Background: an optimization exercise with open tools, aiming at small area and a short achievable clock period. Do not read the settings as production practice. Function was checked by simulation only, so behaviour that the tests miss may differ from the original. No run shown here takes its clock network from TritonCTS; it comes from the design's own scripts or RTL. The clock input has no modelled driver; a real chip could not lean on it and would need a root buffer or a full tree. Power figures rest on the tool's default switching activity, not on a simulated workload.

==> design.v <==
module sevseg(in, disp, off, ones, tens, hundreds, thousands);
	input [15:0] in;
	input disp, off;   
	output [6:0] ones, tens, hundreds, thousands;
	function [6:0] seg;
		input [3:0] n;
		begin
		seg[0] = !n[3]&!n[2]&!n[1]&n[0] | !n[3]&n[2]&!n[1]&!n[0] | n[3]&!n[2]&n[1]&n[0] | n[3]&n[2]&!n[1]&n[0];
		seg[1] = n[2]&n[1]&!n[0] | n[3]&n[2]&!n[0] | n[3]&n[1]&n[0] | !n[3]&n[2]&!n[1]&n[0];
		seg[2] = !n[3]&!n[2]&n[1]&!n[0] | n[3]&n[2]&!n[0] | n[3]&n[2]&n[1];
		seg[3] = !n[3]&!n[2]&!n[1]&n[0] | !n[3]&n[2]&!n[1]&!n[0] | n[2]&n[1]&n[0] | n[3]&!n[2]&n[1]&!n[0];
		seg[4] = !n[3]&n[0] | !n[3]&n[2]&!n[1] | !n[2]&!n[1]&n[0];
		seg[5] = !n[3]&!n[2]&n[0] | !n[3]&!n[2]&n[1] | !n[3]&n[1]&n[0] | n[3]&n[2]&!n[1]&n[0];
		seg[6] = !n[3]&!n[2]&!n[1] | !n[3]&n[2]&n[1]&n[0] | n[3]&n[2]&!n[1]&!n[0];
		end
	endfunction
	assign ones      = disp ? seg(in[3:0]) : off ? 7'b1111111 : 7'b0001110;
	assign tens      = disp ? seg(in[7:4]) : off ? 7'b1111111 : 7'b0101011;
	assign hundreds  = disp ? seg(in[11:8]) : off ? 7'b1111111 : 7'b1000000;
	assign thousands = disp ? seg(in[15:12]) : off ? 7'b1111111 : 7'b1000110;
endmodule
module vga_out(clk, rst, run, VGA_R, VGA_G, VGA_B, VGA_HS, VGA_VS, VGA_SYNC, VGA_BLANK, cnt_t, cnt_b);
input clk, rst, run;
input [15:0] cnt_t, cnt_b;
output [7:0] VGA_R, VGA_G, VGA_B;
output VGA_BLANK, VGA_SYNC, VGA_HS, VGA_VS;
reg vr, vg, vb, hs, vs, blank;
assign VGA_R = {8{vr}};
assign VGA_G = {8{vg}};
assign VGA_B = {8{vb}};
assign VGA_HS = hs;
assign VGA_VS = vs;
assign VGA_BLANK = blank;
assign VGA_SYNC = 1'b0;
reg [4:0] pl;
reg [5:0] ph;
reg [9:0] lc;
wire pl_wrap = (pl == 5'd19);
wire pc_wrap = (ph == 6'd52) && (pl == 5'd17);
wire lc_wrap = (lc == 10'd626);
wire [5:0] cpl;
wire [6:0] cph;
wire [10:0] clc;
assign cpl[0] = 1'b1;
assign cph[0] = pl_wrap;
assign clc[0] = pc_wrap;
genvar gi;
generate
	for (gi = 0; gi < 5; gi = gi + 1) begin : g_pl
		assign cpl[gi+1] = cpl[gi] & pl[gi];
	end
	for (gi = 0; gi < 6; gi = gi + 1) begin : g_ph
		assign cph[gi+1] = cph[gi] & ph[gi];
	end
	for (gi = 0; gi < 10; gi = gi + 1) begin : g_lc
		assign clc[gi+1] = clc[gi] & lc[gi];
	end
endgenerate
wire clr_pl = !run || pl_wrap || pc_wrap;
wire clr_ph = !run || pc_wrap;
wire clr_lc = !run || (pc_wrap && lc_wrap);
always @(posedge clk) begin
	pl <= (pl ^ cpl[4:0]) & {5{!clr_pl}};
	ph <= (ph ^ cph[5:0]) & {6{!clr_ph}};
	lc <= (lc ^ clc[9:0]) & {10{!clr_lc}};
end
function ge;
	input [5:0] h;
	input [4:0] l;
	ge = (ph > h) || (ph == h && pl >= l);
endfunction
wire [4:0] cyc = pl;
wire [3:0] j = ph[3:0];
wire redp = ph[5];
wire active = !ph[4] && (j <= 4'd9);
wire c0 = (cyc == 5'd0);
reg [19:0] e;
reg prev, c1, c2, brw, nz, dec, f_red, f_blue;
wire t_c = cnt_t[cyc[3:0]];
wire b_c = cnt_b[cyc[3:0]];
wire brw_in = c0 ? 1'b0 : brw;
wire r_c = t_c ^ b_c ^ brw_in;
wire hi = cyc[4];
wire xv = !hi & (redp ? r_c : b_c);
wire yv = !hi & (redp ? b_c : r_c);
reg aj, cj;
always @(*) begin
	aj = (j == 4'd0) || (j == 4'd4) || (j == 4'd5);
	if (redp)
		cj = (j == 4'd0) || (j == 4'd3) || (j == 4'd5) || (j == 4'd7) || (j == 4'd8) || (j == 4'd9);
	else
		cj = (j == 4'd0) || (j == 4'd3) || (j == 4'd5) || (j == 4'd6);
end
reg lk;
always @(*)
	case (j)
		4'd0: lk = lc[9];
		4'd1: lk = lc[8];
		4'd2: lk = lc[7];
		4'd3: lk = lc[6];
		4'd4: lk = lc[5];
		4'd5: lk = lc[4];
		4'd6: lk = lc[3];
		4'd7: lk = lc[2];
		4'd8: lk = lc[1];
		4'd9: lk = lc[0];
		default: lk = 1'b0;
	endcase
wire ypos = lk & !cj;
wire yneg = !lk & cj;
wire fb = (c0 || j == 4'd0) ? 1'b0 : prev;
wire opa = aj & xv;
wire opb = ypos ? yv : yneg ? !yv : 1'b0;
wire c1_in = c0 ? 1'b0 : c1;
wire c2_in = c0 ? yneg : c2;
wire s1 = fb ^ opa ^ c1_in;
wire e_new = s1 ^ opb ^ c2_in;
wire big = (e_new != e[19]) || (e[19] != e[18]);
wire pass_end = pl_wrap && active;
wire decide = pass_end && !dec && (big || j == 4'd9);
wire flag = !e_new & nz;
always @(posedge clk) begin
	e <= {e_new, e[19:1]};
	prev <= e[0];
	c1 <= (fb & opa) | (fb & c1_in) | (opa & c1_in);
	c2 <= (s1 & opb) | (s1 & c2_in) | (opb & c2_in);
	brw <= (!t_c & b_c) | (!(t_c ^ b_c) & brw_in);
	nz <= (c0 ? 1'b0 : nz) | (!hi & (t_c | b_c));
	if (pass_end && j == 4'd0)
		dec <= 1'b0;   
	else if (decide)
		dec <= 1'b1;
	if (decide) begin
		if (redp) f_red <= flag;
		else f_blue <= flag;
	end
end
wire px  = ge(6'd12, 5'd11) && !ge(6'd52, 5'd2);
wire py  = ge(6'd12, 5'd11) && !ge(6'd13, 5'd2);
wire pb1 = ge(6'd20, 5'd1) && !ge(6'd25, 5'd2);
wire pb2 = ge(6'd40, 5'd1) && !ge(6'd45, 5'd2);
wire lx  = (lc >= 10'd600) && (lc <= 10'd610);
wire ly  = (lc >= 10'd40) && (lc <= 10'd610);
wire lg  = (lc == 10'd96) || (lc == 10'd97) || (lc == 10'd152) || (lc == 10'd153) ||
           (lc == 10'd208) || (lc == 10'd209) || (lc == 10'd264) || (lc == 10'd265) ||
           (lc == 10'd320) || (lc == 10'd321) || (lc == 10'd376) || (lc == 10'd377) ||
           (lc == 10'd432) || (lc == 10'd433) || (lc == 10'd488) || (lc == 10'd489) ||
           (lc == 10'd544) || (lc == 10'd545);
wire axis = (px && lx) || (py && ly);
wire bar1 = pb1 && ly && f_red;
wire bar2 = pb2 && ly && f_blue;
wire grid = px && lg;
wire col_r = !axis && (bar1 || !(bar2 || grid));
wire col_g = axis || !(bar1 || bar2 || grid);
wire col_b = !axis && !bar1 && (bar2 || !grid);
wire vis = ge(6'd12, 5'd0) && !ge(6'd52, 5'd0);
always @(posedge clk or negedge rst)
	if (!rst) begin
		vr <= 1'b0; vg <= 1'b0; vb <= 1'b0;
		hs <= 1'b0; vs <= 1'b0; blank <= 1'b1;
	end else begin
		vr <= run && vis && col_r;
		vg <= run && vis && col_g;
		vb <= run && vis && col_b;
		hs <= run && ge(6'd4, 5'd0);
		vs <= run && (lc >= 10'd3);
		blank <= !run || !((ge(6'd4, 5'd0) && !ge(6'd12, 5'd0)) || ge(6'd52, 5'd0)) ||
		         ((lc >= 10'd3) && (lc < 10'd24)) || (lc >= 10'd624);
	end
endmodule
module voting_machine(clk, reset, vote_r, vote_b, confirmY, confirmN, hex_count0, hex_count1, hex_count2, hex_count3,enable_vga,VGA_R,VGA_G,VGA_B,VGA_HS,VGA_VS,VGA_SYNC,VGA_BLANK);
input clk, reset, vote_r, vote_b, confirmY, confirmN, enable_vga;
output [6:0] hex_count0, hex_count1, hex_count2, hex_count3;
output [7:0] VGA_R, VGA_G, VGA_B;
output VGA_BLANK, VGA_SYNC, VGA_HS, VGA_VS;
localparam [4:0]
	S_DISP   = 5'b10_000,
	S_WAIT   = 5'b01_000,
	S_RP     = 5'b01_001,
	S_RR     = 5'b01_010,
	S_BP     = 5'b01_101,
	S_BR     = 5'b01_110,
	S_CW_R   = 5'b00_000,
	S_CW_B   = 5'b00_001,
	S_YP_R   = 5'b00_010,
	S_YP_B   = 5'b00_011,
	S_YR_R   = 5'b00_100,
	S_YR_B   = 5'b00_101,
	S_NP     = 5'b00_110,
	S_NR     = 5'b00_111;
reg [4:0] state;
reg [15:0] count_t, count_b;
wire [16:0] ct, cb;
assign ct[0] = (state == S_YR_R) || (state == S_YR_B);
assign cb[0] = (state == S_YR_B);
genvar gi;
generate for (gi = 0; gi < 16; gi = gi + 1) begin : g_inc
	assign ct[gi+1] = ct[gi] & count_t[gi];
	assign cb[gi+1] = cb[gi] & count_b[gi];
end endgenerate
wire [15:0] inc_t = ct[15:0];
wire [15:0] inc_b = cb[15:0];
reg [4:0] nstate;
always @(*)
	case (state)
		S_WAIT:  nstate = !vote_b ? S_BP : !vote_r ? S_RP : enable_vga ? S_DISP : S_WAIT;
		S_BP:    nstate = !vote_b ? S_BP : S_BR;
		S_BR:    nstate = S_CW_B;
		S_RP:    nstate = !vote_r ? S_RP : S_RR;
		S_RR:    nstate = S_CW_R;
		S_CW_R:  nstate = !confirmY ? S_YP_R : !confirmN ? S_NP : S_CW_R;
		S_CW_B:  nstate = !confirmY ? S_YP_B : !confirmN ? S_NP : S_CW_B;
		S_YP_R:  nstate = !confirmY ? S_YP_R : S_YR_R;
		S_YP_B:  nstate = !confirmY ? S_YP_B : S_YR_B;
		S_YR_R:  nstate = S_WAIT;
		S_YR_B:  nstate = S_WAIT;
		S_NP:    nstate = !confirmN ? S_NP : S_NR;
		S_NR:    nstate = S_WAIT;
		S_DISP:  nstate = enable_vga ? S_DISP : S_WAIT;
		default: nstate = S_WAIT;
	endcase
always @(posedge clk or negedge reset)
	if (!reset) begin
		state <= S_WAIT;
		count_t <= 16'd0;
		count_b <= 16'd0;
	end else begin
		state <= nstate;
		count_t <= count_t ^ inc_t;
		count_b <= count_b ^ inc_b;
	end
wire disp = state[4];
wire off = state[3];
sevseg u_sevseg(count_t, disp, off, hex_count0, hex_count1, hex_count2, hex_count3);
wire vga_run = disp && enable_vga;
vga_out u_vga(clk, reset, vga_run, VGA_R, VGA_G, VGA_B, VGA_HS, VGA_VS, VGA_SYNC, VGA_BLANK, count_t, count_b);
endmodule
==> flow/run.sh <==
#!/bin/bash
# The standard layout (standard.sh) with three changes:
#  - after the standard synthesis, the combinational logic between the
#    registers is mapped again with an area-oriented ABC script; every
#    register keeps its instance name and cell type (flow/resynth.sh);
#  - ports are buffered with the smallest buffer instead of the delay buffer
#    buffer_ports picks by default;
#  - clock tree synthesis uses smaller clock buffers and no dummy loads.
# Each tool's output goes to a log file of its own in this folder.
set -euo pipefail
KNOBS=(
  "PRE_CTS_TCL=$PWD/flow/clock_tree.tcl"
  "BUFFER_PORTS_ARGS=-buffer_cell sky130_fd_sc_hd__buf_1"
  "CTS_ARGS=-sink_clustering_enable -repair_clock_nets -dont_use_dummy_load -buf_list {sky130_fd_sc_hd__clkbuf_4 sky130_fd_sc_hd__clkbuf_8}"
)
RES=orfs/results/${FLOW_PLATFORM}/voting_machine/base
bash standard.sh "${KNOBS[@]}" "$PWD/$RES/1_2_yosys.v" > synth.log 2>&1
bash flow/resynth.sh "$RES/1_2_yosys.v" > resynth.log 2>&1
bash standard.sh "${KNOBS[@]}" finish > layout.log 2>&1
==> flow/clock_tree.tcl <==
# Clock tree of one level: the clock port drives NBUF clock buffers, each
# driving the clock pins of one group of registers (groups by k-means on
# register location). Replaces clock_tree_synthesis for this small design.
set nbuf 4
set block [ord::get_db_block]
set db [ord::get_db]
set clknet [$block findNet clk]
set sinks {}
foreach it [$clknet getITerms] {
  set inst [$it getInst]
  lassign [$inst getLocation] x y
  set m [$inst getMaster]
  set cx [expr {$x + [$m getWidth] / 2}]
  set cy [expr {$y + [$m getHeight] / 2}]
  lappend sinks [list $it $cx $cy]
}
set n [llength $sinks]
puts "manual clock tree: $n sinks, $nbuf buffers"
# k-means, seeded by spreading over the sinks sorted by x then y
set sorted [lsort -integer -index 1 $sinks]
set cent {}
for {set k 0} {$k < $nbuf} {incr k} {
  set s [lindex $sorted [expr {int(($k + 0.5) * $n / $nbuf)}]]
  lappend cent [list [lindex $s 1] [lindex $s 2]]
}
for {set iter 0} {$iter < 30} {incr iter} {
  set groups {}
  for {set k 0} {$k < $nbuf} {incr k} { lappend groups {} }
  foreach s $sinks {
    set best 0; set bd 1e30
    for {set k 0} {$k < $nbuf} {incr k} {
      lassign [lindex $cent $k] gx gy
      set d [expr {abs([lindex $s 1] - $gx) + abs([lindex $s 2] - $gy)}]
      if {$d < $bd} { set bd $d; set best $k }
    }
    lset groups $best [concat [lindex $groups $best] [list $s]]
  }
  set newc {}
  for {set k 0} {$k < $nbuf} {incr k} {
    set g [lindex $groups $k]
    if {[llength $g] == 0} { lappend newc [lindex $cent $k]; continue }
    set sx 0; set sy 0
    foreach s $g { set sx [expr {$sx + [lindex $s 1]}]; set sy [expr {$sy + [lindex $s 2]}] }
    lappend newc [list [expr {$sx / [llength $g]}] [expr {$sy / [llength $g]}]]
  }
  set cent $newc
}
set master [$db findMaster sky130_fd_sc_hd__clkbuf_16]
for {set k 0} {$k < $nbuf} {incr k} {
  set g [lindex $groups $k]
  if {[llength $g] == 0} continue
  set buf [odb::dbInst_create $block $master "clkbuf_m_$k"]
  set net [odb::dbNet_create $block "clknet_m_$k"]
  $net setSigType CLOCK
  [$buf findITerm A] connect $clknet
  [$buf findITerm X] connect $net
  foreach s $g {
    set it [lindex $s 0]
    $it disconnect
    $it connect $net
  }
  lassign [lindex $cent $k] gx gy
  $buf setLocation [expr {int($gx)}] [expr {int($gy)}]
  $buf setPlacementStatus PLACED
  puts "  buffer $k: [llength $g] sinks at $gx $gy"
}
$clknet setSigType CLOCK
global_connect
rename clock_tree_synthesis my_unused_clock_tree_synthesis
proc clock_tree_synthesis {args} {
  puts "clock_tree_synthesis skipped: clock tree built by PRE_CTS_TCL"
  set_propagated_clock [all_clocks]
}
==> flow/resynth.sh <==
#!/bin/bash
# Re-map the combinational cells of a synthesized netlist (in place).
# Sequential cells are kept as they are (same instances, names and types);
# everything else is flattened to gates and mapped again by ABC.
set -euo pipefail
NET=$1
YOSYS=${YOSYS_EXE:-$FLOW_HOME/../tools/install/yosys/bin/yosys}
LIB=$FLOW_HOME/platforms/$FLOW_PLATFORM/lib/sky130_fd_sc_hd__tt_025C_1v80.lib
# cells ABC may not use: clock, delay, low-power, probe, tie and large cells
DU=$(grep -o 'cell ("sky130_fd_sc_hd__[a-z0-9_]*")' "$LIB" | sed 's/cell ("//;s/")//' \
  | grep -E 'lpflow|probe|clk|dly|_12$|_16$|_8$|_6$|einv|ebuf|conb|tap|fill|decap|diode' \
  | sed 's/^/-dont_use /' | tr '\n' ' ')
cp "$NET" resynth_in.v
cat > resynth.abc <<'EOS'
strash; &get -n; &deepsyn -T 60 -S 1; &put; strash; &get -n; &dch -f; &nf -R 1000; &put; topo; dnsize
EOS
"$YOSYS" -p "
read_liberty -ignore_miss_func $LIB
blackbox sky130_fd_sc_hd__df* sky130_fd_sc_hd__edf* sky130_fd_sc_hd__sdf* sky130_fd_sc_hd__sedf* sky130_fd_sc_hd__dl*
read_verilog resynth_in.v
hierarchy -top $FLOW_TOP
flatten
opt_clean -purge
abc -liberty $LIB $DU -script resynth.abc
opt_clean -purge
hilomap -singleton -hicell sky130_fd_sc_hd__conb_1 HI -locell sky130_fd_sc_hd__conb_1 LO
insbuf -buf sky130_fd_sc_hd__buf_1 A X
tee -o resynth_stat.txt stat -liberty $LIB
write_verilog -noattr -nohex -nodec resynth_out.v
"
cp resynth_out.v "$NET"
==> standard.sh <==
#!/bin/bash
# synth_recipe.tcl (not shown) runs the flow's synth.tcl, then flattens the netlist and writes it again
# the make line also repeats each setting of config.mk as NAME=value (left out here)
make -C /OpenROAD-flow-scripts/flow DESIGN_CONFIG=/design/flow/config.mk WORK_HOME=/design/flow/orfs CLKGATE_MAP_FILE= SYNTH_SCRIPT=/design/flow/synth_recipe.tcl "${@:-finish}"
==> config.mk <==
export PLATFORM = sky130hd
export DESIGN_NAME = voting_machine
export DESIGN_NICKNAME = voting_machine
export VERILOG_FILES = /design/flow/design.v
export SDC_FILE = /design/flow/constraint.sdc
export NUM_CORES = 4
export LEC_CHECK = 0
export CAP_MARGIN = 60
export CORE_MARGIN = 2
export CORE_UTILIZATION = 40
export SLEW_MARGIN = 60
==> constraint.sdc <==
create_clock -name core_clock -period 100.0 [get_ports {clk}]
set_input_delay 20.0000 -clock core_clock [delete_from_list [all_inputs] [get_ports {clk}]]
set_output_delay 20.0000 -clock core_clock [all_outputs]
set_load 0.01 [all_outputs]
==> run_results.csv, run 1 <==
group,metric,value,unit
run_status,status,"complete, no violations",
pwr,ir_worst_vdd,0.0000182,V
floorplan,core-area,11400,um^2
finish,drive_above_1_share,2.15,%
synthesis,synth_area,4630,um^2
finish,fin_nets,614,
worst_setup_path,cp_data_arrival_time,2.24,ns
route,wl,10600,um
synthesis,syn_nets,569,
global_route,grt_start_max_net_pins,44,
route,viasPerCell,5.65,
global_route,gr-total-overflow,0,
route,drt_iter0_drc,302,
floorplan,die_w,112,um
synthesis,avgSynthCellArea,8.23,um^2
sta,setup_viol,0,
finish,diodes,0,
route,ant_nets,0,
floorplan,fp.dieH,112,um
worst_setup_path,slowest_stage,"dfrtp_2",
worst_setup_path,start_kind,"flop",
worst_setup_path,required,80.00,ns
sta,fin_skew,0.0294,ns
clock_network,clkTransAtPathRegs,0.10,ns
clock_network,hold_buffers,0,
synthesis,syn_inst,562,
route,vias,4228,
flow_run,drv_cap,0,
route,drc,0,
sta,rsz0062_at_grt,"false",
sta,hold_viol,0,
finish,syn_to_final_growth,9.76,%
floorplan,rows,39,
pwr,power_density,19.3,nW/um^2
route,wl_per_cell,14.1,um
synthesis,yosysWarnings,3,
sta,maxSlewViolCount,0,
placed_design,post-dp-hpwl,7660,um
worst_setup_path,cpMostUsedCell,"nand3_1",
worst_setup_path,crit_path_end_kind,"output pin",
floorplan,initial_core_util,40.7,%
pwr,leakagePower,0.00192,uW
placed_design,portBuffers,61,
global_route,grt_pass1_wl,17400,um
worst_setup_path,max_stage_delay,0.68,ns
sta,fmax,0.0450,GHz
floorplan,pin_count,63,
sta,finalWorstSetupSlack,77.76,ns
floorplan,die-area,12400,um^2
clock_network,clk_latency,0.16,ns
worst_setup_path,worstPathCellList,"nand2_1 > or2_0 > a21oi_1 > nand3_1 > nand4b_1 > nand3_1 > o21ai_0 > o41ai_1 > buf_1",
sta,setup-tns-final,0,ns
global_route,grtUsageTotal,15.7,%
global_route,antenna_found_initial,0,
worst_setup_path,crit_fanout,30,
placed_design,dp_worst_setup_slack,78.02,ns
sta,period_needed,22.24,ns
worst_setup_path,criticalPathCategory,"reg2out",
sta,period_share,22.2,%
sta,hold_ws,0.334,ns
clock_network,cts_setup_buffers,0,
clock_network,cts_resized,0,
route,drt_pass1_iterations,5,
global_route,grt_pass1_vias,3639,
worst_hold_path,min_path_type,"reg2reg",
placed_design,place_congestion,0.880,
[state kept, by name, indices dropped and copies added, names as in the netlist, 5 cells and up]
| signal | cells |
|---|---|
| u_vga.e | 20 |
| count_b | 16 |
| count_t | 16 |
| u_vga.lc | 10 |
| u_vga.ph | 6 |
| state | 5 |
| u_vga.pl | 5 |
[per-stage QoR]
step                total power, uW  cell area [um^2]  cells  utilization [%]
finish                         97.8              5080    748             44.7
global route                    104              5080    748             44.7
CTS                            98.4              5070    748             44.6
detailed placement             81.9              4970    744             43.7
global placement               81.1              4960    744             43.7
floorplan                      71.4              4630    562                -
[cells in the final DEF, fill, tap and decap left out, types with 3 or more instances in the layout]
master and n:
nor2_1 72, nand2_1 61, buf_1 60, dfxtp_1 47
o21ai_0 41, dfrtp_1 40, a21oi_1 34, nor3_1 24
nand3_1 23, xnor2_1 23, a31oi_1 17, nand2b_1 15
inv_1 15, and3_1 10, o22ai_1 9, xor2_1 9
nand4_1 9, nor2b_1 8, or2_0 7, or3_1 5
and2_0 5, a222oi_1 4, o221ai_1 4, nor4_1 4
a211oi_1 4, clkbuf_16 4, a21o_1 3, a41oi_1 3
[path summary, 6_finish.rpt]
check                           cells past startpoint               endpoint           startpoint  slack [ns]
worst max-delay path                                9          hex_count2[2]   state[4]$_DFF_PN0_       77.76
worst min-delay path                                0     u_vga.e[1]$_DFF_P_   u_vga.e[2]$_DFF_P_        0.33
worst max register to register                     16  u_vga.f_red$_DFFE_PP_  u_vga.pl[0]$_DFF_P_       96.23
worst min register to register                      0     u_vga.e[1]$_DFF_P_   u_vga.e[2]$_DFF_P_        0.33
max in group asynchronous                           2  u_vga.blank$_DFF_PN1_                reset       79.79
min in group asynchronous                           2  count_b[10]$_DFF_PN0_                reset       19.84
[worst max-delay path, delay by kind of cell (launching register included)]
family | cells | cell delay (ns)
simple gates | 5 | 0.84
buf+inv | 1 | 0.14
flops | 1 | 0.68
compound gates | 3 | 0.41
[power breakdown]
group	switching (uW)	leakage, uW	total (uW)	internal [uW]
sequential	7.14	0.000984	51.9	44.7
combinational	18.0	0.000886	29.4	11.5
clock	9.15	0.0000493	16.5	7.32
total	34.3	0.00192	97.8	63.5
[per-layer routing]
metal / GRT usage [%] / part of all wire, % / vias to the layer above / routed length, um
met4: 1.98 / 1.1 / 0 / 120
met3: 0.762 / 4.2 / 7 / 442
met1: 23.8 / 49 / 1994 / 5210
met5: 0 / 0 / - / 0
li1: - / - / 2096 / -
met2: 25.9 / 45 / 131 / 4800
[area by class of cell]
class                      instances  area, um^2
fill                            1118        6290
tap                              143         179
timing repair buffer              64         256
sequential                        92        2080
buffer                             4         100
inverter                          15        56.3
multi-input combinational        430        2400
==> run 2: changes to the inputs <==
--- a/config.mk
+++ b/config.mk
@@ -6,6 +6,6 @@
 export NUM_CORES = 4
 export LEC_CHECK = 0
-export CAP_MARGIN = 60
+export CAP_MARGIN = 40
 export CORE_MARGIN = 2
 export CORE_UTILIZATION = 40
-export SLEW_MARGIN = 60
+export SLEW_MARGIN = 40
==> run 2 against run 1 <==
Sequential cell count is the same. First-iteration DRC count shrank 20%. Global-route usage is essentially flat. Maximum frequency grew 0.14%. Worst hold slack gained 0.0018 ns. Clock power is essentially flat. Area after synthesis is the same.
==> run_results.csv, run 2 <==
group,metric,value,unit
run_status,status,"complete, no violations",
worst_setup_path,cpMostUsedCell,"o21ai_0",
worst_setup_path,rrSetupSlack,96.11,ns
finish,syn_to_final_growth,9.49,%
finish,top_register,"u_vga.e",
synthesis,syn_inst,562,
finish,largest_reg_flops,20,
pwr,power_density,19.3,nW/um^2
route,drt_pass1_iterations,4,
floorplan,rows,39,
synthesis,synth_area,4630,um^2
worst_setup_path,crit_family,"compound AO/OA/AOI/OAI gates",
clock_network,clk_latency,0.16,ns
route,viasPerCell,5.64,
pwr,ir_worst_vdd,0.0000167,V
finish,postLayoutCellArea,5060,um^2
worst_setup_path,crit_path_end_kind,"output pin",
placed_design,place_congestion,0.880,
floorplan,die_w,112,um
clock_network,hold_buffers,0,
sta,slew_headroom,49.2,%
sta,hold_ws,0.336,ns
sta,maxSlewViolCount,0,
finish,fin_nets,614,
route,drc,0,
finish,drive_above_1_share,1.82,%
synthesis,syn_nets,569,
finish,diodes,0,
finish,reg.largest.list,"u_vga.e: 20 flops, count_b: 16 flops, count_t: 16 flops",
route,ant_nets,0,
sta,setup-tns-final,0,ns
floorplan,initial_core_util,40.7,%
global_route,grt_pass1_wl,17500,um
floorplan,die-area,12400,um^2
route,vias,4215,
global_route,gr-total-overflow,0,
clock_network,cts_resized,0,
worst_setup_path,critPathLaunch,"state[4]$_DFF_PN0_",
worst_hold_path,min_from,"u_vga.e[14]$_DFF_P_",
worst_setup_path,worstPathCellList,"o21ai_0 > a31oi_1 > o21ai_0 > a31oi_1 > nor2_1 > o21ai_0 > a32oi_1 > o21ai_0 > buf_1",
sta,period_share,22.2,%
worst_hold_path,min_path_type,"reg2reg",
global_route,grt_pass1_vias,3686,
finish,final_common_cell,"nor2_1",
worst_setup_path,required,80.00,ns
worst_setup_path,crit_fanout,30,
route,wl,10500,um
synthesis,yosysWarnings,3,
worst_setup_path,criticalPathCategory,"reg2out",
sta,fin_skew,0.0324,ns
flow_run,drv_cap,0,
worst_setup_path,max_stage_delay,0.67,ns
floorplan,fp.dieH,112,um
route,drt_iter0_drc,241,
sta,hold_viol,0,
sta,rsz0062_at_grt,"false",
finish,final_cell_mix,"nor2_1 (73), nand2_1 (61), buf_1 (60)",
sta,period_needed,22.21,ns
route,wl_per_cell,14.0,um
floorplan,core-area,11400,um^2
worst_setup_path,cp_data_arrival_time,2.21,ns
sta,setup_viol,0,
worst_setup_path,timing.rr.start,"u_vga.pl[0]$_DFF_P_",
worst_setup_path,slowest_stage,"dfrtp_2",
placed_design,post-dp-hpwl,7590,um
worst_setup_path,start_kind,"flop",
clock_network,cts_setup_buffers,0,
synthesis,avgSynthCellArea,8.23,um^2
finish,fillers,1155,
sta,tightest_slew,0.743,ns
global_route,antenna_found_initial,0,
pwr,leakagePower,0.00191,uW
placed_design,portBuffers,61,
finish,fin_util,44.5,%
sta,fmax,0.0450,GHz
worst_setup_path,crit_buf_inv,1,
global_route,grtUsageTotal,15.8,%
global_route,grt_start_max_net_pins,44,
clock_network,clkTransAtPathRegs,0.10,ns
floorplan,pin_count,63,
placed_design,place_area,4960,um^2
==> run 2: report_power, final <==
| group | internal [uW] | switching (uW) | leakage [uW] |
|---|---|---|---|
| clock network | 7.32 | 9.04 | 0.0000493 |
| registers | 44.7 | 7.22 | 0.000984 |
| logic | 11.4 | 18.1 | 0.000881 |
==> run 2: worst paths after layout <==
kind / endpoint / depth (start not counted)
worst min register to register: u_vga.e[13]$_DFF_P_ / 0
worst max register to register: u_vga.f_red$_DFFE_PP_ / 17
max in group asynchronous: u_vga.blank$_DFF_PN1_ / 2
worst min-delay path: u_vga.e[13]$_DFF_P_ / 0
worst max-delay path: hex_count3[5] / 9
min in group asynchronous: count_t[13]$_DFF_PN0_ / 2
==> run 2: through the flow <==
| step | setup slack, ns | power (uW) | std cells |
|---|---|---|---|
| 2_1_floorplan | 77.88 | 71.4 | 562 |
| 5_1_grt | 77.55 | 104 | 748 |
| 3_3_place_gp | 77.78 | 81.1 | 744 |
| 4_1_cts | 77.52 | 98.5 | 748 |
| 3_5_place_dp | 77.72 | 81.9 | 744 |
| 6_report | 77.79 | 97.8 | 748 |
==> run 2: final cells by class <==
type,count,area [um^2],share of cell area (%)
plain buffers,4,100,1.98
repair buffers,64,253,4.99
well taps,143,179,3.53
multi-input cells,430,2400,47.3
inverters,15,56.3,1.11
flip-flops and latches,92,2080,41.1
==> run 2: worst reg2reg max path, stage by stage, from the launching register on <==
cell,delay (ns)
dfxtp_1,0.50
and2_0,0.54
a222oi_1,0.15
nand3_1,0.12
o21ai_0,0.08
a22o_1,0.24
a31oi_1,0.37
a21oi_1,0.12
o21ai_0,0.12
nor2_1,0.08
a21oi_1,0.18
xnor2_1,0.11
or2_0,0.22
nand2_1,0.14
o21ai_0,0.14
nand2_1,0.09
o2111ai_1,0.16
nor3b_1,0.24
==> run 2: routing by layer <==
layer  wire length, um  vias up  share of wire (%)  global-route usage (%)
li1                  -     2100                  -                       -
met1              5190     2008                 50                    23.3
met2              4850       99                 46                    26.7
met3               318        8                3.0                   0.653
met4               117        0                1.1                    1.81
met5                 0        -                  0                       0
==> run 3: changes to the inputs <==
--- a/design.v
+++ b/design.v
@@ -131,9 +131,13 @@
 	else if (decide)
 		dec <= 1'b1;
-	if (decide) begin
+end
+always @(posedge clk or negedge rst)
+	if (!rst) begin
+		f_red <= 1'b0;
+		f_blue <= 1'b0;
+	end else if (decide) begin
 		if (redp) f_red <= flag;
 		else f_blue <= flag;
 	end
-end
 wire px  = ge(6'd12, 5'd11) && !ge(6'd52, 5'd2);
 wire py  = ge(6'd12, 5'd11) && !ge(6'd13, 5'd2);
==> run 3 against run 2 <==
Sequential power is essentially flat. Die area grew 2.4%. First-iteration DRC count grew 41%. Clock power is essentially flat. Area after synthesis grew 2.4%. Via count grew 2.5%. Total power is essentially flat. Sequential cell count is the same. Register-to-register slack lost 0.81 ns. Highest routed layer unchanged.
==> run_results.csv, run 3 <==
group,metric,value,unit
synthesis,synth_area,4740,um^2
worst_hold_path,hold_end,"u_vga.e[3]$_DFF_P_",
sta,rsz0062_at_grt,"false",
worst_setup_path,crit_path_end_kind,"output pin",
placed_design,dp.cells,753,
route,viasPerCell,5.71,
pwr,p_switching,34.1,uW
sta,setup-tns-final,0,ns
global_route,grt_pass1_vias,3826,
finish,final_cells,757,
sta,period_share,22.2,%
worst_setup_path,required,80.00,ns
finish,largest_reg_flops,20,
clock_network,clkTransAtPathRegs,0.11,ns
route,drc,0,
worst_setup_path,ff2ff_path_depth,17,
worst_setup_path,criticalPathCategory,"reg2out",
clock_network,hold_buffers,0,
finish,fin_nets,623,
clock_network,cts_setup_buffers,0,
pwr,switching_share,34.9,%
global_route,grt_start_max_net_pins,46,
placed_design,portBuffers,61,
finish,final_cell_mix,"nand2_1 (66), nor2_1 (62), buf_1 (60)",
sta,period_needed,22.22,ns
finish,drive_above_1_share,1.47,%
route,drt_pass1_iterations,5,
floorplan,die_w,113,um
floorplan,fp.dieH,113,um
worst_setup_path,timing.rr.start,"u_vga.pl[0]$_DFF_P_",
sta,setup_viol,0,
synthesis,yosysWarnings,3,
floorplan,die-area,12700,um^2
placed_design,post-dp-hpwl,7820,um
finish,postLayoutCellArea,5160,um^2
worst_hold_path,min_from,"u_vga.e[4]$_DFF_P_",
placed_design,dp_worst_setup_slack,77.67,ns
run_status,status,"complete, no violations",
clock_network,clk_latency,0.17,ns
sta,finalWorstSetupSlack,77.78,ns
pwr,leakagePower,0.00195,uW
finish,top_register,"u_vga.e",
sta,slew_headroom,49.6,%
pwr,pwr-share-clk,16.9,%
route,vias,4319,
global_route,antenna_found_initial,0,
global_route,grtUsageTotal,17.2,%
finish,reg.largest.list,"u_vga.e: 20 flops, count_b: 16 flops, count_t: 16 flops",
floorplan,rows,39,
sta,maxSlewViolCount,0,
synthesis,syn_nets,580,
worst_setup_path,start_kind,"flop",
worst_setup_path,reg2reg_to,"u_vga.f_blue$_DFFE_PN0P_",
pwr,ir_worst_vdd,0.0000132,V
pwr,power_density,18.9,nW/um^2
placed_design,place_area,5060,um^2
placed_design,place_congestion,0.855,
pwr,pwr-share-seq,53.2,%
finish,syn_to_final_growth,8.95,%
route,drt_iter0_drc,341,
sta,hold_ws,0.337,ns
floorplan,pin_count,63,
route,ant_nets,0,
pwr,p_int,63.6,uW
synthesis,avgSynthCellArea,8.27,um^2
flow_run,drv_cap,0,
worst_setup_path,cp_data_arrival_time,2.22,ns
floorplan,core-area,11500,um^2
route,wl_per_cell,14.6,um
route,wl,11100,um
sta,fmax,0.0450,GHz
finish,final_common_cell,"nand2_1",
floorplan,initial_core_util,41.3,%
sta,tightest_slew,0.749,ns
synthesis,syn_inst,573,
global_route,gr-total-overflow,0,
finish,diodes,0,
global_route,grt_pass1_wl,19000,um
worst_setup_path,rrSetupSlack,95.30,ns
worst_setup_path,crit_fanout,8,
worst_hold_path,whs_path_depth,0,
worst_hold_path,min_path_type,"reg2reg",
pwr,combPwrFrac,30.0,%
sta,hold_viol,0,
sta,fin_skew,0.0281,ns
clock_network,cts_resized,0,
-- run 3: changes by cell type in the layout (fill, tap and decap cells not counted), moves of 6 or more --
cell / delta
nand2b_1: -9
a22oi_1: +7
nor2_1: -11
nor2b_1: +7
nor3_1: +6
o31ai_1: +8
o21ai_0: -12
-- run 3: metal layers --
layer  vias to the layer above  global-route usage (%)  share of wire (%)
met4                         0                    1.95                1.0
met1                      2036                    26.3                 50
met5                         -                       0                  0
met3                        11                    1.98                5.6
met2                       132                    27.1                 44
li1                       2140                       -                  -
-- run 3: area by class of cell --
| class | count | area [um^2] |
|---|---|---|
| Fill cell | 1150 | 6300 |
| Multi-Input combinational cell | 437 | 2500 |
| Buffer | 4 | 100 |
| Sequential cell | 92 | 2070 |
| Timing Repair Buffer | 62 | 238 |
| Tap cell | 143 | 179 |
| Inverter | 19 | 71.3 |
-- run 3: how the worst max path moves through the flow --
stage	startpoint	endpoint	slack, ns	cells past startpoint
after floorplan	state[4]$_DFF_PN0_	hex_count2[1]	78.27	5
after global placement	state[4]$_DFF_PN0_	hex_count2[1]	77.75	6
after detailed placement	state[4]$_DFF_PN0_	hex_count2[0]	77.67	5
after CTS	state[4]$_DFF_PN0_	hex_count2[0]	77.49	5
after global routing	count_t[12]$_DFF_PN0_	hex_count3[0]	77.64	9
final	count_t[15]$_DFF_PN0_	hex_count3[0]	77.78	11
-- run 3: power groups by stage --
stage               Combinational, uW  Sequential [uW]  Clock [uW]
floorplan                        21.5             50.2           0
global placement                 28.8             52.4           0
detailed placement               29.2             52.6           0
CTS                              29.3             51.9        17.0
global route                     33.1             53.3        18.7
finish                           29.3             52.0        16.5
-- run 3: worst max-delay path: stages (launching register included) --
cell and delay [ns]:
dfrtp_1 0.42, inv_1 0.23, nand2_1 0.12, nand2_1 0.09, nor2_1 0.05, nor3_1 0.28
inv_1 0.10, a211o_1 0.32, nor3_1 0.14, nor2_1 0.07, o31ai_1 0.07, buf_1 0.18
-- run 3: per-stage QoR --
step / utilization [%] / total power, uW
after global routing: 45.0 / 105
final: 45.0 / 97.8
after detailed placement: 44.1 / 81.8
after global placement: 44.1 / 81.1
after CTS: 45.0 / 98.2
after floorplan: - / 71.7
==> run 4: changes to the inputs <==
--- a/flow/resynth.sh
+++ b/flow/resynth.sh
@@ -13,5 +13,5 @@
 cp "$NET" resynth_in.v
 cat > resynth.abc <<'EOS'
-strash; &get -n; &deepsyn -T 60 -S 1; &put; strash; &get -n; &dch -f; &nf -R 1000; &put; topo; dnsize
+strash; &get -n; &deepsyn -T 150 -S 1; &put; strash; &get -n; &dch -f; &nf -R 1000; &put; topo; dnsize
 EOS
 "$YOSYS" -p "
==> run 4 against run 3 <==
Final area fell by 0.31%. Critical endpoint is now hex_count2[3]. First-iteration DRC count rose by 23%. Combinational power rose by 15%. Highest routed layer unchanged. Clock power fell by 2%. Routed wire length fell by 3.9%. Maximum frequency rose by 1.6%. Clock skew fell by 0.0026 ns. Cell count rose by 0.79%. Worst hold slack got worse by 0.028 ns. Critical path depth fell by 7.
==> run_results.csv, run 4 <==
group,metric,value,unit
finish,fin_nets,629,
worst_setup_path,cp_data_arrival_time,1.86,ns
floorplan,rows,39,
clock_network,clkTransAtPathRegs,0.11,ns
finish,largest_reg_flops,20,
global_route,gr-total-overflow,0,
global_route,grt_pass1_vias,3822,
floorplan,initial_core_util,41.1,%
worst_setup_path,crit_fanout,11,
finish,fin_util,44.9,%
worst_setup_path,start_kind,"flop",
finish,diodes,0,
synthesis,yosysWarnings,3,
finish,final_cells,763,
finish,syn_to_final_growth,9.13,%
run_status,status,"complete, no violations",
worst_hold_path,whs_path_depth,0,
sta,setup-tns-final,0,ns
finish,final_common_cell,"nor2_1",
sta,rsz0062_at_grt,"false",
global_route,grtUsageTotal,16.2,%
synthesis,synth_area,4720,um^2
clock_network,clk_latency,0.17,ns
global_route,antenna_found_initial,0,
sta,fmax,0.0457,GHz
route,drt_pass1_iterations,5,
pwr,leakagePower,0.00196,uW
floorplan,pin_count,63,
synthesis,avgSynthCellArea,8.16,um^2
flow_run,drv_cap,0,
clock_network,cts_resized,0,
route,drt_iter0_drc,421,
floorplan,fp.dieH,113,um
finish,final_cell_mix,"nor2_1 (73), nand2_1 (62), buf_1 (60)",
route,ant_nets,0,
finish,fillers,1142,
global_route,grt_pass1_wl,18100,um
route,drc,0,
clock_network,cts_setup_buffers,0,
sta,setup_viol,0,
finish,seq_area,2070,um^2
placed_design,place_congestion,0.871,
route,vias,4314,
finish,reg.largest.list,"u_vga.e: 20 flops, count_b: 16 flops, count_t: 16 flops",
floorplan,die-area,12700,um^2
finish,top_register,"u_vga.e",
sta,fin_skew,0.0255,ns
worst_setup_path,required,80.00,ns
worst_hold_path,min_path_type,"reg2reg",
sta,hold_viol,0,
sta,tightest_slew,0.739,ns
global_route,grt_start_max_net_pins,46,
finish,postLayoutCellArea,5150,um^2
pwr,power_density,19.5,nW/um^2
placed_design,dp.cells,759,
synthesis,syn_inst,578,
placed_design,portBuffers,61,
clock_network,hold_buffers,0,
sta,period_needed,21.86,ns
worst_setup_path,criticalPathCategory,"reg2out",
floorplan,die_w,113,um
pwr,ir_worst_vdd,0.0000162,V
finish,drive_above_1_share,1.45,%
worst_setup_path,rrSetupSlack,96.14,ns
floorplan,core-area,11500,um^2
sta,maxSlewViolCount,0,
synthesis,syn_nets,585,
route,viasPerCell,5.65,
route,wl_per_cell,14.0,um
finish,multi_input_area,2490,um^2
worst_setup_path,ff2ff_path_depth,18,
worst_setup_path,crit_path_end_kind,"output pin",
route,wl,10700,um
placed_design,place_area,5050,um^2
sta,period_share,21.9,%
sta,slew_headroom,49.5,%
placed_design,post-dp-hpwl,7680,um
-- run 4: layer usage --
layer  wire length (um)  GRT usage [%]  share of wire (%)  vias up
met4                 71           1.14               0.67        0
li1                   -              -                  -     2134
met3                517          0.972                4.9        8
met2               4870           26.5                 46      129
met5                  0              0                  0        -
met1               5200           24.7                 49     2043
-- run 4: power breakdown --
group / internal (uW) / switching, uW / leakage [uW]
combinational: 12.8 / 20.9 / 0.000917
sequential: 44.5 / 6.10 / 0.000995
clock: 7.31 / 8.82 / 0.0000493
-- run 4: final cells by class --
type / count / area share [%]
plain buffers: 4 / 1.95
inverters: 16 / 1.17
multi-input cells: 445 / 48.4
flip-flops and latches: 92 / 40.2
well taps: 143 / 3.48
repair buffers: 63 / 4.77
-- run 4: final timing paths --
path	startpoint	to
max in group asynchronous	reset	u_vga.f_blue$_DFFE_PN0P_
min	u_vga.e[11]$_DFF_P_	u_vga.e[10]$_DFF_P_
max	state[3]$_DFF_PN1_	hex_count2[3]
max reg2reg	u_vga.pl[0]$_DFF_P_	u_vga.f_red$_DFFE_PN0P_
min in group asynchronous	reset	state[1]$_DFF_PN0_
min reg2reg	u_vga.e[11]$_DFF_P_	u_vga.e[10]$_DFF_P_
-- run 4: per-stage QoR --
step / hold WS, ns / power (uW) / setup WS, ns
finish: 0.309 / 100 / 78.14
global placement: 0.311 / 84.0 / 78.35
detailed placement: 0.314 / 84.9 / 78.32
global route: 0.319 / 108 / 77.96
CTS: 0.314 / 101 / 78.10
floorplan: 0.310 / 73.9 / 78.29
-- run 4: worst max-delay path: stages (launching register included) --
cell	delay (ns)
dfstp_2	0.63
nor2b_1	0.55
nor2_1	0.17
o311ai_0	0.14
buf_1	0.20
==> run 5: changes to the inputs <==
--- a/design.v
+++ b/design.v
@@ -131,13 +131,9 @@
 	else if (decide)
 		dec <= 1'b1;
-end
-always @(posedge clk or negedge rst)
-	if (!rst) begin
-		f_red <= 1'b0;
-		f_blue <= 1'b0;
-	end else if (decide) begin
+	if (decide) begin
 		if (redp) f_red <= flag;
 		else f_blue <= flag;
 	end
+end
 wire px  = ge(6'd12, 5'd11) && !ge(6'd52, 5'd2);
 wire py  = ge(6'd12, 5'd11) && !ge(6'd13, 5'd2);
--- a/flow/resynth.sh
+++ b/flow/resynth.sh
@@ -2,8 +2,11 @@
 # Re-map the combinational cells of a synthesized netlist (in place).
 # Sequential cells are kept as they are (same instances, names and types);
-# everything else is flattened to gates and mapped again by ABC.
+# everything else is flattened to gates and mapped again by ABC: first the
+# logic between the registers and the seven-segment outputs (the paths that
+# set the clock period) on its own, then the rest, both for area.
 set -euo pipefail
 NET=$1
 YOSYS=${YOSYS_EXE:-$FLOW_HOME/../tools/install/yosys/bin/yosys}
+cp "$NET" resynth_in.v
 LIB=$FLOW_HOME/platforms/$FLOW_PLATFORM/lib/sky130_fd_sc_hd__tt_025C_1v80.lib
 # cells ABC may not use: clock, delay, low-power, probe, tie and large cells
@@ -11,8 +14,12 @@
   | grep -E 'lpflow|probe|clk|dly|_12$|_16$|_8$|_6$|einv|ebuf|conb|tap|fill|decap|diode' \
   | sed 's/^/-dont_use /' | tr '\n' ' ')
-cp "$NET" resynth_in.v
+cat > resynth_cone.abc <<'EOS'
+strash; &get -n; &deepsyn -T 20 -S 1; &put; strash; &get -n; &dch -f; &nf -R 0; &put; topo; dnsize
+EOS
 cat > resynth.abc <<'EOS'
-strash; &get -n; &deepsyn -T 150 -S 1; &put; strash; &get -n; &dch -f; &nf -R 1000; &put; topo; dnsize
+strash; &get -n; &deepsyn -T 60 -S 1; &put; strash; &get -n; &dch -f; &nf -R 1000; &put; topo; dnsize
 EOS
+# do not cross the registers when collecting the output logic
+STOP=$(grep -o 'sky130_fd_sc_hd__[a-z]*df[a-z]*_[0-9]' resynth_in.v | sort -u | sed 's/^/-/' | tr '\n' ':' | sed 's/:$//')
 "$YOSYS" -p "
 read_liberty -ignore_miss_func $LIB
@@ -22,4 +29,8 @@
 flatten
 opt_clean -purge
+select -set cone o:hex_count* %ci*:$STOP
+select @cone
+abc -liberty $LIB $DU -script resynth_cone.abc
+select -clear
 abc -liberty $LIB $DU -script resynth.abc
 opt_clean -purge
--- a/config.mk
+++ b/config.mk
@@ -6,6 +6,6 @@
 export NUM_CORES = 4
 export LEC_CHECK = 0
-export CAP_MARGIN = 40
+export CAP_MARGIN = 60
 export CORE_MARGIN = 2
 export CORE_UTILIZATION = 40
-export SLEW_MARGIN = 40
+export SLEW_MARGIN = 60
==> run 5 against run 4 <==
Still clean on timing, DRC and antenna. Sequential cell count did not move. Core utilization fell by 0.15 points. Register-to-register slack improved by 0.06 ns. Routed wire length shrank 1.9%. First-iteration DRC count is 22% lower. Sequential share of layout area rose by 0.53 points. Global-route usage increased by 0.099 points. Maximum frequency fell by 1.4%. Clock skew rose by 0.0098 ns. Synthesized cell count fell by 4.3%. Largest power group unchanged.
==> run_results.csv, run 5 <==
group,metric,value,unit
flow_run,drv_cap,0,
floorplan,initial_core_util,40.9,%
synthesis,yosysWarnings,3,
finish,syn_to_final_growth,9.23,%
floorplan,die_w,112,um
worst_setup_path,cp-endpoint,"hex_count1[2]",
sta,slew_headroom,66.8,%
finish,fin_nets,602,
route,drt_iter0_drc,329,
placed_design,post-dp-hpwl,7710,um
worst_setup_path,critPathLaunch,"count_t[6]$_DFF_PN0_",
sta,tightest_slew,0.492,ns
finish,final_cell_mix,"buf_1 (60), nor2_1 (58), nand2_1 (57)",
route,drt_pass1_iterations,6,
pwr,ir_worst_vdd,0.0000101,V
sta,fin_skew,0.0354,ns
worst_setup_path,crit_buf_inv,1,
worst_setup_path,cp.depth,6,
synthesis,syn_inst,553,
sta,setup-tns-final,0,ns
worst_setup_path,reg2reg_to,"u_vga.f_blue$_DFFE_PP_",
route,drc,0,
global_route,antenna_found_initial,0,
global_route,grt_pass1_wl,18000,um
finish,reg.largest.list,"u_vga.e: 20 flops, count_b: 16 flops, count_t: 16 flops",
clock_network,clkTransAtPathRegs,0.09,ns
floorplan,die-area,12600,um^2
finish,drive_above_1_share,1.52,%
worst_setup_path,crit_path_end_kind,"output pin",
worst_setup_path,crit_fanout,13,
synthesis,syn_nets,560,
clock_network,clk_latency,0.17,ns
global_route,grtUsageTotal,16.3,%
finish,diodes,0,
worst_setup_path,worstPathCellList,"xnor2_1 > o2111ai_1 > a41oi_1 > o21ai_0 > a32o_1 > buf_1",
sta,setup_viol,0,
global_route,grt_pass1_vias,3675,
pwr,power,99.0,uW
clock_network,hold_buffers,0,
finish,final_common_cell,"buf_1",
floorplan,fp.dieH,112,um
worst_setup_path,rrSetupSlack,96.20,ns
floorplan,rows,39,
finish,top_register,"u_vga.e",
worst_setup_path,criticalPathCategory,"reg2out",
sta,maxSlewViolCount,0,
finish,fin_util,44.7,%
run_status,status,"complete, no violations",
worst_setup_path,required,80.00,ns
finish,final_cells,736,
sta,hold_viol,0,
sta,fmax,0.0451,GHz
worst_hold_path,min_path_type,"reg2reg",
clock_network,cts_setup_buffers,0,
placed_design,portBuffers,61,
sta,rsz0062_at_grt,"false",
floorplan,pin_count,63,
worst_setup_path,start_kind,"flop",
route,ant_nets,0,
clock_network,cts_resized,0,
worst_setup_path,cp_data_arrival_time,2.18,ns
route,vias,4157,
finish,largest_reg_flops,20,
route,wl,10500,um
synthesis,avgSynthCellArea,8.46,um^2
global_route,grt_start_max_net_pins,44,
worst_setup_path,ff2ff_path_depth,15,
global_route,gr-total-overflow,0,
synthesis,synth_area,4680,um^2
pwr,power_density,19.4,nW/um^2
worst_setup_path,timing.rr.start,"u_vga.pl[0]$_DFF_P_",
sta,period_needed,22.18,ns
placed_design,dp.cells,732,
worst_setup_path,crit_family,"compound AO/OA/AOI/OAI gates",
worst_setup_path,slowest_stage,"dfrtp_1",
route,viasPerCell,5.65,
route,wl_per_cell,14.2,um
floorplan,core-area,11400,um^2
worst_setup_path,max_stage_delay,0.53,ns
pwr,leakagePower,0.00192,uW
sta,period_share,22.2,%
placed_design,place_congestion,0.904,
-- run 5: stage by stage --
step	setup slack, ns	area (um^2)	hold WS, ns
2_1_floorplan	78.21	4680	0.310
3_3_place_gp	78.08	4990	0.313
3_5_place_dp	78.04	5010	0.313
4_1_cts	77.85	5110	0.334
5_1_grt	77.62	5110	0.343
6_report	77.82	5110	0.332
-- run 5: power by group --
group	switching (uW)	internal, uW
clock	9.09	7.32
sequential	6.51	44.9
combinational	18.8	12.4
-- run 5: worst register-to-register path: stages (launching register included) --
cell	delay, ns
dfxtp_1	0.47
or2_0	0.38
nor2_1	0.07
or3_1	0.38
nand3_1	0.13
nand3_1	0.15
xnor2_1	0.26
nand2_1	0.10
xnor2_1	0.15
nand3_1	0.13
xor2_1	0.24
xnor2_1	0.14
xnor2_1	0.37
a21oi_1	0.15
a21oi_1	0.24
and2_0	0.17
-- run 5: how the worst min path moves through the flow --
stage                         from             endpoint  slack (ns)  depth (start not counted)
2_1_floorplan   u_vga.e[1]$_DFF_P_   u_vga.e[0]$_DFF_P_        0.31                          0
3_3_place_gp   u_vga.e[10]$_DFF_P_   u_vga.e[9]$_DFF_P_        0.31                          0
3_5_place_dp   u_vga.e[16]$_DFF_P_  u_vga.e[15]$_DFF_P_        0.31                          0
4_1_cts         u_vga.e[2]$_DFF_P_   u_vga.e[1]$_DFF_P_        0.33                          0
5_1_grt         u_vga.e[9]$_DFF_P_   u_vga.e[8]$_DFF_P_        0.34                          0
6_report        u_vga.e[2]$_DFF_P_   u_vga.e[1]$_DFF_P_        0.33                          0
-- run 5: cell type report --
cell class                      count  area (um^2)
Sequential cell                    92         2080
Multi-Input combinational cell    418         2440
Buffer                              4          100
Fill cell                        1115         6310
Inverter                           18         67.6
Timing Repair Buffer               61          239
Tap cell                          143          179
-- run 5: routing by layer --
layer | GRT usage (%) | part of all wire [%] | vias to the layer above | routed length, um
met3 | 0.756 | 5.0 | 9 | 519
met2 | 26.5 | 45 | 128 | 4750
met4 | 2.36 | 1.3 | 0 | 132
met1 | 24.8 | 48 | 1969 | 5050
met5 | 0 | 0 | - | 0
li1 | - | - | 2051 | -

[re-timing with driven ports]
How much do the figures lean on ideal ports? The routed layouts below were timed once more, with nothing changed but the port constraints. Step 1 (the two cells are an assumption about what drives the block):
set clk [get_ports {clk}]
set_driving_cell -lib_cell sky130_fd_sc_hd__clkbuf_16 $clk
set_driving_cell -lib_cell sky130_fd_sc_hd__buf_2 [delete_from_list [all_inputs] $clk]
Step 2 adds t to the input delays and takes it off the output delays; t is the mean of the earliest and latest rising clock arrival at the registers after step 1. Input paths then give back, and output paths get back, about the clock's delay inside the block. a / b / c = no drivers / after step 1 / after step 2; a / b = the first two.
run | t (ns) | setup WS [ns] | worst setup path at the end | clock arrival spread, ns | slew at the worst register clock pin (ns)
run 1 | 0.229 | 77.765 / 77.684 / 77.913 | register to output | 0.030 / 0.030 | 0.10 / 0.10
run 2 | 0.225 | 77.795 / 77.714 / 77.939 | register to output | 0.033 / 0.033 | 0.10 / 0.10
run 3 | 0.238 | 77.781 / 77.696 / 77.935 | register to output | 0.029 / 0.029 | 0.11 / 0.11
run 4 | 0.226 | 78.138 / 78.065 / 78.291 | register to output | 0.026 / 0.027 | 0.11 / 0.11
run 5 | 0.232 | 77.824 / 77.741 / 77.973 | register to output | 0.036 / 0.036 | 0.10 / 0.10
After both steps every run listed still meets setup and hold.
